From an optimization exercise on the open Yosys and OpenROAD flow, aimed at small area, a short achievable clock period and few clock cycles per item; shortcuts taken in it are not production practice. Where RTL was checked, it was by simulation tests only, not by an equivalence proof against the original. Power is estimated from default activity; no workload was simulated.

## onyx
Design argmax16, start of the top module:
module argmax16 #(
  parameter bit REG_MID = 1    
) (
  input  logic         clk,
  input  logic         rstn,        
  input  logic         in_valid,
  input  logic [255:0] in_data,     
  output logic         out_valid,
  output logic [3:0]   out_idx
);
  logic [3:0][15:0] gval, gval_q;    
  logic [3:0][1:0]  gidx, gidx_q;    
  logic [3:0]       idx_c;
  logic [3:0][3:0]  gx;              
  logic [15:0]      unused_val;
  always_ff @(posedge clk or negedge rstn) begin
    if (!rstn) out_valid <= 1'b0;
    else       out_valid <= in_valid;
  end
  for (genvar g = 0; g < 4; g++) begin : g_grp
    comparator #(.DW(16), .IW(1)) u_grp (
      .val   (in_data[64*g +: 64]),
      .idx   ('0),
      .o_val (gval[g]),
      .o_idx (gx[g][2:0])
    );
    assign gx[g][3] = 1'b0;
    assign gidx[g]  = gx[g][2:1];
  end
  comparator #(.DW(16), .IW(2)) u_top (
    .val   (gval_q),
    .idx   (gidx_q),
    .o_val (unused_val),
    .o_idx (idx_c)
  );
  if (REG_MID) begin : g_mid
    always_ff @(posedge clk) begin
      gval_q <= gval;
  ...
Size in the first run: roughly 1500 cells after synthesis, about 260 I/O pins.
==> module comparator, before the edit <==
module comparator #(
  parameter int DW = 16,
  parameter int IW = 2,
  parameter int HB = 2
) (
  input  logic [3:0][DW-1:0] val,
  input  logic [3:0][IW-1:0] idx,
  output logic [DW-1:0]      o_val,
  output logic [IW+1:0]      o_idx
);
  localparam int LB = DW - HB;
  function automatic logic greater(input logic [LB-1:0] a, input logic [LB-1:0] b);
    logic c;
    c = 1'b0;
    for (int k = 0; k < LB; k++) c = (a[k] & ~b[k]) | ((a[k] | ~b[k]) & c);
    greater = c;
  endfunction
  logic [3:0] cand;              
  logic       any;
  logic [3:0] bits;
  logic [3:0][3:0] beats;        
  logic [3:0] win;
  always_comb begin
    cand = 4'b1111;
    for (int k = DW - 1; k >= LB; k--) begin
      for (int i = 0; i < 4; i++) bits[i] = val[i][k];
      any  = |(cand & bits);
      cand = cand & (bits | {4{~any}});
    end
  end
  always_comb begin
    beats = '0;
    for (int i = 0; i < 4; i++)
      for (int j = i + 1; j < 4; j++) begin
        beats[i][j] = greater(val[i][LB-1:0], val[j][LB-1:0]);
        beats[j][i] = ~beats[i][j];
      end
    for (int i = 0; i < 4; i++) begin
      win[i] = cand[i];
      for (int j = 0; j < 4; j++)
        if (j != i) win[i] = win[i] & (~cand[j] | beats[i][j]);
    end
  end
  always_comb begin
    o_val = '0;
    for (int i = 0; i < 4; i++) o_val |= {DW{win[i]}} & val[i];
  end
  assign o_idx[IW+1] = win[3] | win[2];
  assign o_idx[IW]   = win[3] | win[1];
  always_comb begin
    o_idx[IW-1:0] = '0;
    for (int i = 0; i < 4; i++) o_idx[IW-1:0] |= {IW{win[i]}} & idx[i];
  end
endmodule
==> module argmax16, before the edit <==
module argmax16 #(
  parameter bit REG_MID = 1    
) (
  input  logic         clk,
  input  logic         rstn,        
  input  logic         in_valid,
  input  logic [255:0] in_data,     
  output logic         out_valid,
  output logic [3:0]   out_idx
);
  logic [3:0][15:0] gval, gval_q;    
  logic [3:0][1:0]  gidx, gidx_q;    
  logic [3:0]       idx_c;
  logic [3:0][3:0]  gx;              
  logic [15:0]      unused_val;
  always_ff @(posedge clk or negedge rstn) begin
    if (!rstn) out_valid <= 1'b0;
    else       out_valid <= in_valid;
  end
  for (genvar g = 0; g < 4; g++) begin : g_grp
    comparator #(.DW(16), .IW(1)) u_grp (
      .val   (in_data[64*g +: 64]),
      .idx   ('0),
      .o_val (gval[g]),
      .o_idx (gx[g][2:0])
    );
    assign gx[g][3] = 1'b0;
    assign gidx[g]  = gx[g][2:1];
  end
  comparator #(.DW(16), .IW(2)) u_top (
    .val   (gval_q),
    .idx   (gidx_q),
    .o_val (unused_val),
    .o_idx (idx_c)
  );
  if (REG_MID) begin : g_mid
    always_ff @(posedge clk) begin
      gval_q <= gval;
      gidx_q <= gidx;
    end
    assign out_idx = idx_c;
  end else begin : g_out
    assign gval_q = gval;
    assign gidx_q = gidx;
    always_ff @(posedge clk) out_idx <= idx_c;
  end
endmodule
export LEC_CHECK = 0
export CAP_MARGIN = 20
export CORE_MARGIN = 2
export CORE_UTILIZATION = 55
export SETUP_SLACK_MARGIN = 4
export SLEW_MARGIN = 20
create_clock -name core_clock -period 8.5 [get_ports {clk}]
standard.sh (not shown) runs the stock make flow with config.mk's settings and CLKGATE_MAP_FILE= SYNTH_SCRIPT=/design/flow/synth_recipe.tcl, a recipe that flattens the netlist after the stock synthesis.
==> flow/flow/run.sh <==
#!/bin/bash
# Standard ORFS layout, with the port buffers made of sky130 buf cells
# instead of the delay buffer buffer_ports picks by default.
set -e
export BUFFER_PORTS_ARGS="-buffer_cell sky130_fd_sc_hd__buf_1"
bash standard.sh > standard.log 2>&1
[inputs] violet vs onyx
diff --git a/flow/design.v b/flow/design.v
--- a/flow/design.v
+++ b/flow/design.v
@@ -14,19 +14,18 @@
     c = 1'b0;
     for (int k = 0; k < LB; k++) c = (a[k] & ~b[k]) | ((a[k] | ~b[k]) & c);
     greater = c;
   endfunction
-  logic [3:0] cand;              
-  logic       any;
-  logic [3:0] bits;
+  logic [3:0]      cand;         
+  logic [3:0]      bits;
   logic [3:0][3:0] beats;        
-  logic [3:0] win;
+  logic [3:0]      win;
   always_comb begin
     cand = 4'b1111;
     for (int k = DW - 1; k >= LB; k--) begin
       for (int i = 0; i < 4; i++) bits[i] = val[i][k];
-      any  = |(cand & bits);
-      cand = cand & (bits | {4{~any}});
+      o_val[k] = |(cand & bits);
+      cand = cand & (bits | {4{~o_val[k]}});
     end
   end
   always_comb begin
     beats = '0;
@@ -41,10 +40,10 @@
         if (j != i) win[i] = win[i] & (~cand[j] | beats[i][j]);
     end
   end
   always_comb begin
-    o_val = '0;
-    for (int i = 0; i < 4; i++) o_val |= {DW{win[i]}} & val[i];
+    o_val[LB-1:0] = '0;
+    for (int i = 0; i < 4; i++) o_val[LB-1:0] |= {LB{win[i]}} & val[i][LB-1:0];
   end
   assign o_idx[IW+1] = win[3] | win[2];
   assign o_idx[IW]   = win[3] | win[1];
   always_comb begin
@@ -52,9 +51,11 @@
     for (int i = 0; i < 4; i++) o_idx[IW-1:0] |= {IW{win[i]}} & idx[i];
   end
 endmodule
 module argmax16 #(
-  parameter bit REG_MID = 1    
+  parameter bit REG_MID = 1,   
+  parameter int HBG     = 3,   
+  parameter int HBT     = 3    
 ) (
   input  logic         clk,
   input  logic         rstn,        
   input  logic         in_valid,
@@ -71,18 +72,18 @@
     if (!rstn) out_valid <= 1'b0;
     else       out_valid <= in_valid;
   end
   for (genvar g = 0; g < 4; g++) begin : g_grp
-    comparator #(.DW(16), .IW(1)) u_grp (
+    comparator #(.DW(16), .IW(1), .HB(HBG)) u_grp (
       .val   (in_data[64*g +: 64]),
       .idx   ('0),
       .o_val (gval[g]),
       .o_idx (gx[g][2:0])
     );
     assign gx[g][3] = 1'b0;
     assign gidx[g]  = gx[g][2:1];
   end
-  comparator #(.DW(16), .IW(2)) u_top (
+  comparator #(.DW(16), .IW(2), .HB(HBT)) u_top (
     .val   (gval_q),
     .idx   (gidx_q),
     .o_val (unused_val),
     .o_idx (idx_c)
==> summary.txt <==
No stage failed in violet, and the final checks on the layout all came back clean.
onyx ended up with gval_q[0]$_DFF_P_ as its startpoint of the most critical setup path; violet ended up with gval_q[27]$_DFF_P_.
Diff onyx -> violet: routed wire length per instance moved up; maximum frequency moved up; share of the clock period used by the worst path after layout moved down; fraction of the core area covered by cells at the end of the flow moved down; initial core utilization moved down.
In the tables for onyx and violet, basic-gate share of the synthesized area counting and, or, nand and nor cells reads higher with violet.
Taking onyx as the reference, in violet sequential cell area went up; total power picked up an extra 0.000088 W; last weighted congestion value of the routability-driven placer increased by about 4% relative to the old numbers; instance count after placement with tap cells included now larger.
onyx has a lower global-route usage than violet.
violet ends up with a clock period minus final worst setup slack that is 0.058 ns lower than in onyx.
Fraction of power consumed by combinational cells, onyx and violet, lower one = onyx.
No run of this note included a check of the RTL's function; only the layout flow was run.

* * *

Another version of the RTL of argmax16 (not shown whole).
Size in the first run: about 1,600 cells after synthesis, ~73 flip-flops, about 260 I/O pins, ~11,000 sq um of cells after synthesis.
==> module comparator, before the edit <==
module comparator #(
  parameter int DW = 16,
  parameter int IW = 2
) (
  input  logic [3:0][DW-1:0] val,
  input  logic [3:0][IW-1:0] idx,
  output logic [DW-1:0]      o_val,
  output logic [IW+1:0]      o_idx
);
  logic gt01, gt02, gt03, gt12, gt13, gt23;
  logic [3:0] win;
  function automatic logic greater(input logic [DW-1:0] a, input logic [DW-1:0] b);
    logic c;
    c = 1'b0;
    for (int k = 0; k < DW; k++) c = (a[k] & ~b[k]) | ((a[k] | ~b[k]) & c);
    greater = c;
  endfunction
  assign gt01 = greater(val[0], val[1]);
  assign gt02 = greater(val[0], val[2]);
  assign gt03 = greater(val[0], val[3]);
  assign gt12 = greater(val[1], val[2]);
  assign gt13 = greater(val[1], val[3]);
  assign gt23 = greater(val[2], val[3]);
  assign win[0] =  gt01 &  gt02 &  gt03;
  assign win[1] = ~gt01 &  gt12 &  gt13;
  assign win[2] = ~gt02 & ~gt12 &  gt23;
  assign win[3] = ~gt03 & ~gt13 & ~gt23;
  always_comb begin
    o_val = '0;
    for (int i = 0; i < 4; i++) o_val |= {DW{win[i]}} & val[i];
  end
  assign o_idx[IW+1] = win[3] | win[2];
  assign o_idx[IW]   = win[3] | win[1];
  always_comb begin
    o_idx[IW-1:0] = '0;
    for (int i = 0; i < 4; i++) o_idx[IW-1:0] |= {IW{win[i]}} & idx[i];
  end
endmodule
==> flow/config.mk <==
export PLATFORM = sky130hd
export DESIGN_NAME = argmax16
export DESIGN_NICKNAME = argmax16
export VERILOG_FILES = /design/flow/design.v
export SDC_FILE = /design/flow/constraint.sdc
export NUM_CORES = 4
export LEC_CHECK = 0
export CAP_MARGIN = 20
export CORE_MARGIN = 2
export CORE_UTILIZATION = 55
export SETUP_SLACK_MARGIN = 4
export SLEW_MARGIN = 20
==> flow/constraint.sdc <==
create_clock -name core_clock -period 8.5 [get_ports {clk}]
set_input_delay 1.7000 -clock core_clock [delete_from_list [all_inputs] [get_ports {clk}]]
set_output_delay 1.7000 -clock core_clock [all_outputs]
set_load 0.01 [all_outputs]
Scripts as last shown in full above: flow/flow/run.sh
Testbench counts at the start, summed over its fixed seeds: cycles 8,200, items 8,192.
Rerun with:
==> flow/design.v (replaced) <==
module comparator #(
  parameter int DW = 16,
  parameter int IW = 2,
  parameter int HB = 3
) (
  input  logic [3:0][DW-1:0] val,
  input  logic [3:0][IW-1:0] idx,
  output logic [DW-1:0]      o_val,
  output logic [IW+1:0]      o_idx
);
  localparam int LB = DW - HB;
  function automatic logic greater(input logic [LB-1:0] a, input logic [LB-1:0] b);
    logic c;
    c = 1'b0;
    for (int k = 0; k < LB; k++) c = (a[k] & ~b[k]) | ((a[k] | ~b[k]) & c);
    greater = c;
  endfunction
  logic [3:0] cand;              
  logic       any;
  logic [3:0] bits;
  logic [3:0][3:0] beats;        
  logic [3:0] win;
  always_comb begin
    cand = 4'b1111;
    for (int k = DW - 1; k >= LB; k--) begin
      for (int i = 0; i < 4; i++) bits[i] = val[i][k];
      any  = |(cand & bits);
      cand = cand & (bits | {4{~any}});
    end
  end
  always_comb begin
    beats = '0;
    for (int i = 0; i < 4; i++)
      for (int j = i + 1; j < 4; j++) begin
        beats[i][j] = greater(val[i][LB-1:0], val[j][LB-1:0]);
        beats[j][i] = ~beats[i][j];
      end
    for (int i = 0; i < 4; i++) begin
      win[i] = cand[i];
      for (int j = 0; j < 4; j++)
        if (j != i) win[i] = win[i] & (~cand[j] | beats[i][j]);
    end
  end
  always_comb begin
    o_val = '0;
    for (int i = 0; i < 4; i++) o_val |= {DW{win[i]}} & val[i];
  end
  assign o_idx[IW+1] = win[3] | win[2];
  assign o_idx[IW]   = win[3] | win[1];
  always_comb begin
    o_idx[IW-1:0] = '0;
    for (int i = 0; i < 4; i++) o_idx[IW-1:0] |= {IW{win[i]}} & idx[i];
  end
endmodule
module argmax16 #(
  parameter bit REG_MID = 1,   
  parameter int HBG     = 3,   
  parameter int HBT     = 4    
) (
  input  logic         clk,
  input  logic         rstn,        
  input  logic         in_valid,
  input  logic [255:0] in_data,     
  output logic         out_valid,
  output logic [3:0]   out_idx
);
  logic [3:0][15:0] gval, gval_q;    
  logic [3:0][1:0]  gidx, gidx_q;    
  logic [3:0]       idx_c;
  logic [3:0][3:0]  gx;              
  logic [15:0]      unused_val;
  always_ff @(posedge clk or negedge rstn) begin
    if (!rstn) out_valid <= 1'b0;
    else       out_valid <= in_valid;
  end
  for (genvar g = 0; g < 4; g++) begin : g_grp
    comparator #(.DW(16), .IW(1), .HB(HBG)) u_grp (
      .val   (in_data[64*g +: 64]),
      .idx   ('0),
      .o_val (gval[g]),
      .o_idx (gx[g][2:0])
    );
    assign gx[g][3] = 1'b0;
    assign gidx[g]  = gx[g][2:1];
  end
  comparator #(.DW(16), .IW(2), .HB(HBT)) u_top (
    .val   (gval_q),
    .idx   (gidx_q),
    .o_val (unused_val),
    .o_idx (idx_c)
  );
  if (REG_MID) begin : g_mid
    always_ff @(posedge clk) begin
      gval_q <= gval;
      gidx_q <= gidx;
    end
    assign out_idx = idx_c;
  end else begin : g_out
    assign gval_q = gval;
    assign gidx_q = gidx;
    always_ff @(posedge clk) out_idx <= idx_c;
  end
endmodule
What happened:
- die area goes down by 10%
- cell area shrinks by about 5.4%
- core utilization went up by 2.6 points
- synthesized area is lower by 10%
- combinational power drops by about 6%
- first-iteration DRC count falls by about 40%
- sequential share of layout area came out higher by 0.80 points
- clock power shrinks by about 4%
- total power falls by about 4.7%
- worst hold slack loses 0.014 ns
- non-clock buffer count is higher by 16
- fmax fell by about 4.4%
The RTL of the second run of this note was laid out without a check of its function.

-- port drivers added, routing unchanged --
How much do the figures lean on ideal ports? The routed layouts below were timed once more, with nothing changed but the port constraints. Step 1 assumes that a clkbuf_16 drives the clock port and a buf_2 every other input. Step 2 times the ports against the registers' clock, not the clock port: input delays grow and output delays shrink by t, the midpoint of the rising clock arrivals with the driver on. a / b / c = no drivers / after step 1 / after step 2; a / b = the first two.
| run | t, ns | setup WS [ns] | worst setup path after step 2 | clock arrival spread, ns | worst data-port slew with drivers (ns) |
|---|---|---|---|---|---|
| onyx | 0.376 | 3.580 / 3.540 / 3.653 | input to register | 0.006 / 0.007 | 0.03 |
| violet | 0.381 | 3.638 / 3.600 / 3.738 | input to register | 0.013 / 0.013 | 0.04 |
| the first run of note 2 | 0.368 | 3.749 / 3.714 / 3.790 | input to register | 0.005 / 0.005 | 0.04 |
| the second run of note 2 | 0.386 | 3.531 / 3.489 / 3.719 | input to register | 0.006 / 0.007 | 0.06 |
After both steps setup and hold are still met in every run listed.
